Context: an optimization exercise on an open-source flow, tuned for small area. The choices shown serve that exercise and are no tape-out recipe.
Only simulation tests tie the RTL to the original design; equivalence was not proved.
Power figures rest on the tool's default switching activity, not on a simulated workload.

run Y:
==> flow/design.v <==
module stack #(parameter STACK_DEPTH=8, STACK_WIDTH=72, PC_WIDTH=32)
	(
	input                         clk,
	input  [STACK_DEPTH-1:0]      we_hi,
	input  [STACK_DEPTH-1:0]      we_pc,
	input  [STACK_WIDTH-1:0]      bus_e,
	input  [STACK_WIDTH-1:0]      bus_o,
	input  [STACK_DEPTH-1:0]      rsel,
	output [STACK_WIDTH-1:0]      rd
	);
reg [STACK_WIDTH-1:0] S [0:STACK_DEPTH-1];
genvar r;
generate
for (r = 0; r < STACK_DEPTH; r = r + 1) begin : row
	wire [STACK_WIDTH-1:0] wd = r[0] ? bus_o : bus_e;
	always @(posedge clk) begin
		if (we_hi[r]) S[r][STACK_WIDTH-1:PC_WIDTH] <= wd[STACK_WIDTH-1:PC_WIDTH];
		if (we_pc[r]) S[r][PC_WIDTH-1:0] <= wd[PC_WIDTH-1:0];
	end
end
endgenerate
integer i;
reg [STACK_WIDTH-1:0] rd_r;
always @(*) begin
	rd_r = {STACK_WIDTH{1'b0}};
	for (i = 0; i < STACK_DEPTH; i = i + 1)
		rd_r = rd_r | ({STACK_WIDTH{rsel[i]}} & S[i]);
end
assign rd = rd_r;
endmodule
module 	control_divergence_stack	#(parameter STACK_DEPTH=8, LOG2_STACK_DEPTH=3, STACK_WIDTH=72, PC_WIDTH=32)
					(
					clk,
					rst_n,
					is_branch,
					data_in_1,
					data_in_2,
					new_reconv_PC,
					fetch_PC,
					stack_full,
					stack_empty,
					sm_busy,
					data_out,
					data_vld
					);
input 	clk;
input	rst_n;
input 	is_branch;
input	[STACK_WIDTH-1:0] data_in_1;
input	[STACK_WIDTH-1:0] data_in_2;
input	[PC_WIDTH-1:0]	  new_reconv_PC;
input	[PC_WIDTH-1:0]	  fetch_PC;
output	stack_full;
output	stack_empty;
output	sm_busy;
output	[STACK_WIDTH-1:0] data_out;
output	data_vld;
reg	busy, vld, st_a;
reg	[LOG2_STACK_DEPTH-1:0] top;
reg	full;
reg	[PC_WIDTH-1:0] nrpc_q;
wire	[STACK_WIDTH-1:0] rd;
wire	idle      = !busy;
wire	empty     = (top == 3'd0) && !full;
wire	st_save   = busy & !st_a;		 
wire	st_pop    = busy & vld & st_a;
wire	[PC_WIDTH-1:0] R = st_a ? rd[63:32] : rd[PC_WIDTH-1:0];
wire	match     = (fetch_PC == R) && !empty;
wire	br        = idle & is_branch;
wire	do_pop    = idle & !is_branch & match;
wire	inc       = br | st_save;
wire	dec       = do_pop;
wire	[LOG2_STACK_DEPTH-1:0] top_p1 = top + 3'd1;
wire	[LOG2_STACK_DEPTH-1:0] top_m1 = top - 3'd1;
wire	[LOG2_STACK_DEPTH-1:0] ridx   = busy ? (st_pop ? top : top - 3'd2) :
					(st_a ? top_m1 : top - 3'd3);
always @(posedge clk)
begin
	if (!rst_n)
	begin
		busy <= 1'b0;
		vld  <= 1'b0;
		st_a <= 1'b0;
		top  <= 3'd0;
		full <= 1'b0;
	end
	else
	begin
		busy <= br | do_pop | (st_save & vld);
		vld  <= (br & !empty) | do_pop;
		st_a <= busy ? vld : (do_pop | (st_a & !is_branch));
		if (inc)
			top <= top_p1;
		else if (dec)
			top <= top_m1;
		if (inc && top == 3'd7)
			full <= 1'b1;
		else if (dec && top == 3'd0)
			full <= 1'b0;
	end
end
always @(posedge clk)
	nrpc_q <= new_reconv_PC;
wire	[STACK_WIDTH-1:0] din_e = top[0] ? data_in_2 : data_in_1;
wire	[STACK_WIDTH-1:0] din_o = top[0] ? data_in_1 : data_in_2;
wire	[STACK_WIDTH-1:0] bus_e = {din_e[STACK_WIDTH-1:PC_WIDTH], busy ? nrpc_q : din_e[PC_WIDTH-1:0]};
wire	[STACK_WIDTH-1:0] bus_o = {din_o[STACK_WIDTH-1:PC_WIDTH], busy ? nrpc_q : din_o[PC_WIDTH-1:0]};
wire	[STACK_DEPTH-1:0] sel_t   = 8'd1 << top;
wire	[STACK_DEPTH-1:0] sel_t1  = 8'd1 << top_p1;
wire	[STACK_DEPTH-1:0] rsel    = 8'd1 << ridx;
wire	[STACK_DEPTH-1:0] we_hi   = br ? (sel_t | sel_t1) : 8'd0;
wire	[STACK_DEPTH-1:0] we_pc   = we_hi | (st_save ? rsel : 8'd0);
stack	#(.STACK_DEPTH(STACK_DEPTH), .STACK_WIDTH(STACK_WIDTH), .PC_WIDTH(PC_WIDTH))
	STACK	(
		.clk	(clk),
		.we_hi	(we_hi),
		.we_pc	(we_pc),
		.bus_e	(bus_e),
		.bus_o	(bus_o),
		.rsel	(rsel),
		.rd	(rd)
		);
assign	sm_busy     = busy;
assign	data_vld    = vld;
assign	stack_full  = full;
assign	stack_empty = empty;
assign	data_out    = rd;
endmodule
export LEC_CHECK = 0
export CAP_MARGIN = 20
export CORE_MARGIN = 2
export CORE_UTILIZATION = 30
export SLEW_MARGIN = 20
create_clock -name core_clock -period 7.0 [get_ports {clk}]
standard.sh (not shown) runs the stock make flow with config.mk's settings and CLKGATE_MAP_FILE= SYNTH_SCRIPT=/design/flow/synth_recipe.tcl, a recipe that flattens the netlist after the stock synthesis.
==> flow/flow/run.sh <==
#!/bin/bash
# The standard layout (standard.sh), with:
#  - the combinational mapping done by an area-oriented abc script,
#  - port buffers of the smallest buffer cell,
#  - a clock tree of clkbuf_4/clkbuf_8 without dummy loads.
set -euo pipefail
here=$(pwd)
export MY_ABC_SCRIPT=$here/flow/area.abc
export BUFFER_PORTS_ARGS="-buffer_cell sky130_fd_sc_hd__buf_1"
export CTS_ARGS="-sink_clustering_enable -repair_clock_nets -dont_use_dummy_load -buf_list {sky130_fd_sc_hd__clkbuf_4 sky130_fd_sc_hd__clkbuf_8} -sink_clustering_size 16 -sink_clustering_max_diameter 50"
sed "s|SYNTH_SCRIPT=[^ ]*|SYNTH_SCRIPT=$here/flow/synth.tcl|" standard.sh > my_standard.sh
grep -q "SYNTH_SCRIPT=$here/flow/synth.tcl" my_standard.sh
bash my_standard.sh > flow.log 2>&1
==> flow/flow/area.abc <==
strash
dc2
&get -n
&dch -f
&nf -R 1000 -p
&put
topo
==> flow/flow/synth.tcl <==
# The standard synthesis (synth_recipe.tcl), with only the abc script
# of the combinational mapping replaced by flow/area.abc
proc synth {args} { yosys synth -nofsm -noshare {*}$args }
proc abc {args} {
  set i [lsearch -exact $args -script]
  if {$i >= 0} { lset args [expr {$i + 1}] $::env(MY_ABC_SCRIPT) }
  yosys abc {*}$args
}
source $::env(SCRIPTS_DIR)/synth.tcl
# left out here: clear keep_hierarchy, flatten, clean up, hide names made inside functions, write 1_2_yosys.v
Changes in run Z relative to run Y:
==> flow/design.v, changed modules only <==
module 	control_divergence_stack	#(parameter STACK_DEPTH=8, LOG2_STACK_DEPTH=3, STACK_WIDTH=72, PC_WIDTH=32)
					(
					clk,
					rst_n,
					is_branch,
					data_in_1,
					data_in_2,
					new_reconv_PC,
					fetch_PC,
					stack_full,
					stack_empty,
					sm_busy,
					data_out,
					data_vld
					);
input 	clk;
input	rst_n;
input 	is_branch;
input	[STACK_WIDTH-1:0] data_in_1;
input	[STACK_WIDTH-1:0] data_in_2;
input	[PC_WIDTH-1:0]	  new_reconv_PC;
input	[PC_WIDTH-1:0]	  fetch_PC;
output	stack_full;
output	stack_empty;
output	sm_busy;
output	[STACK_WIDTH-1:0] data_out;
output	data_vld;
reg	busy, vld, st_a;
reg	[LOG2_STACK_DEPTH-1:0] top;
reg	full;
reg	[PC_WIDTH-1:0] rpc;
wire	[STACK_WIDTH-1:0] rd;
wire	idle      = !busy;
wire	empty     = (top == 3'd0) && !full;
wire	st_pps    = busy & vld & !st_a;
wire	st_pop    = busy & vld & st_a;
wire	idle_ap   = !busy & st_a;
wire	[PC_WIDTH-1:0] R = (idle_ap && !empty) ? rd[63:32] : rpc;
wire	match     = (fetch_PC == R) && !empty;
wire	br        = idle & is_branch;
wire	do_pop    = idle & !is_branch & match;
wire	inc       = br | (busy & !st_a);
wire	dec       = do_pop;
wire	[LOG2_STACK_DEPTH-1:0] top_p1 = top + 3'd1;
wire	[LOG2_STACK_DEPTH-1:0] top_m1 = top - 3'd1;
wire	[LOG2_STACK_DEPTH-1:0] top_m2 = top - 3'd2;
wire	[LOG2_STACK_DEPTH-1:0] ridx   = st_pps ? top_m2 : st_pop ? top : top_m1;
always @(posedge clk)
begin
	if (!rst_n)
	begin
		busy <= 1'b0;
		vld  <= 1'b0;
		st_a <= 1'b0;
		top  <= 3'd0;
		full <= 1'b0;
	end
	else
	begin
		busy <= br | do_pop | st_pps;
		vld  <= (br & !empty) | do_pop;
		st_a <= do_pop | (busy & vld);
		if (inc)
			top <= top_p1;
		else if (dec)
			top <= top_m1;
		if (inc && top == 3'd7)
			full <= 1'b1;
		else if (dec && top == 3'd0)
			full <= 1'b0;
	end
end
always @(posedge clk)
begin
	if (br)
		rpc <= new_reconv_PC;
	else if (idle_ap && !empty)
		rpc <= rd[63:32];
end
wire	[STACK_WIDTH-1:0] din_e = top[0] ? data_in_2 : data_in_1;
wire	[STACK_WIDTH-1:0] din_o = top[0] ? data_in_1 : data_in_2;
wire	[STACK_WIDTH-1:0] bus_e = {din_e[STACK_WIDTH-1:PC_WIDTH], busy ? rpc : din_e[PC_WIDTH-1:0]};
wire	[STACK_WIDTH-1:0] bus_o = {din_o[STACK_WIDTH-1:PC_WIDTH], busy ? rpc : din_o[PC_WIDTH-1:0]};
wire	[STACK_DEPTH-1:0] sel_t   = 8'd1 << top;
wire	[STACK_DEPTH-1:0] sel_t1  = 8'd1 << top_p1;
wire	[STACK_DEPTH-1:0] rsel    = 8'd1 << ridx;
wire	[STACK_DEPTH-1:0] we_hi   = br ? (sel_t | sel_t1) : 8'd0;
wire	[STACK_DEPTH-1:0] we_pc   = we_hi | (st_pps ? rsel : 8'd0);
stack	#(.STACK_DEPTH(STACK_DEPTH), .STACK_WIDTH(STACK_WIDTH), .PC_WIDTH(PC_WIDTH))
	STACK	(
		.clk	(clk),
		.we_hi	(we_hi),
		.we_pc	(we_pc),
		.bus_e	(bus_e),
		.bus_o	(bus_o),
		.rsel	(rsel),
		.rd	(rd)
		);
assign	sm_busy     = busy;
assign	data_vld    = vld;
assign	stack_full  = full;
assign	stack_empty = empty;
assign	data_out    = rd;
endmodule
### Flow results
Run Z against run Y: areal power density over the cells went down 7.2%, routed via count up 2.7%, switching power summed over all nets lower. Diff run Y -> run Z: arrival time of the worst setup path fell by 2.43 ns, critical path required time fell by 1.95 ns, post-synthesis compound-gate area fraction rose by 0.33 points. Synthesized cell count (lower): run Y.

re-timing with driven ports:
No port has a modelled driver above. Below, the same layouts with a new extraction and two added sets of constraints. Step 1, drivers: a clkbuf_16 drives clk and a buf_2 each remaining input, both assumed. Step 2 adds t to the input delays and takes it off the output delays; t is the mean of the earliest and latest rising clock arrival at the registers after step 1. Input paths then give back, and output paths get back, about the clock's delay inside the block. Slacks: no drivers / after step 1 / after step 2; pairs: no drivers / after step 1.
run	t, ns	slack for setup (ns)	latest minus earliest clock arrival (ns)	slew at the worst register clock pin (ns)	cell pins on the clock port's net
run Y	0.713	0.774 / 0.774 / 0.774	0.103 / 0.103	0.10 / 0.10	1
run Z	0.691	1.252 / 1.195 / 1.534	0.102 / 0.101	0.10 / 0.10	1
After both steps every run listed still meets setup and hold.
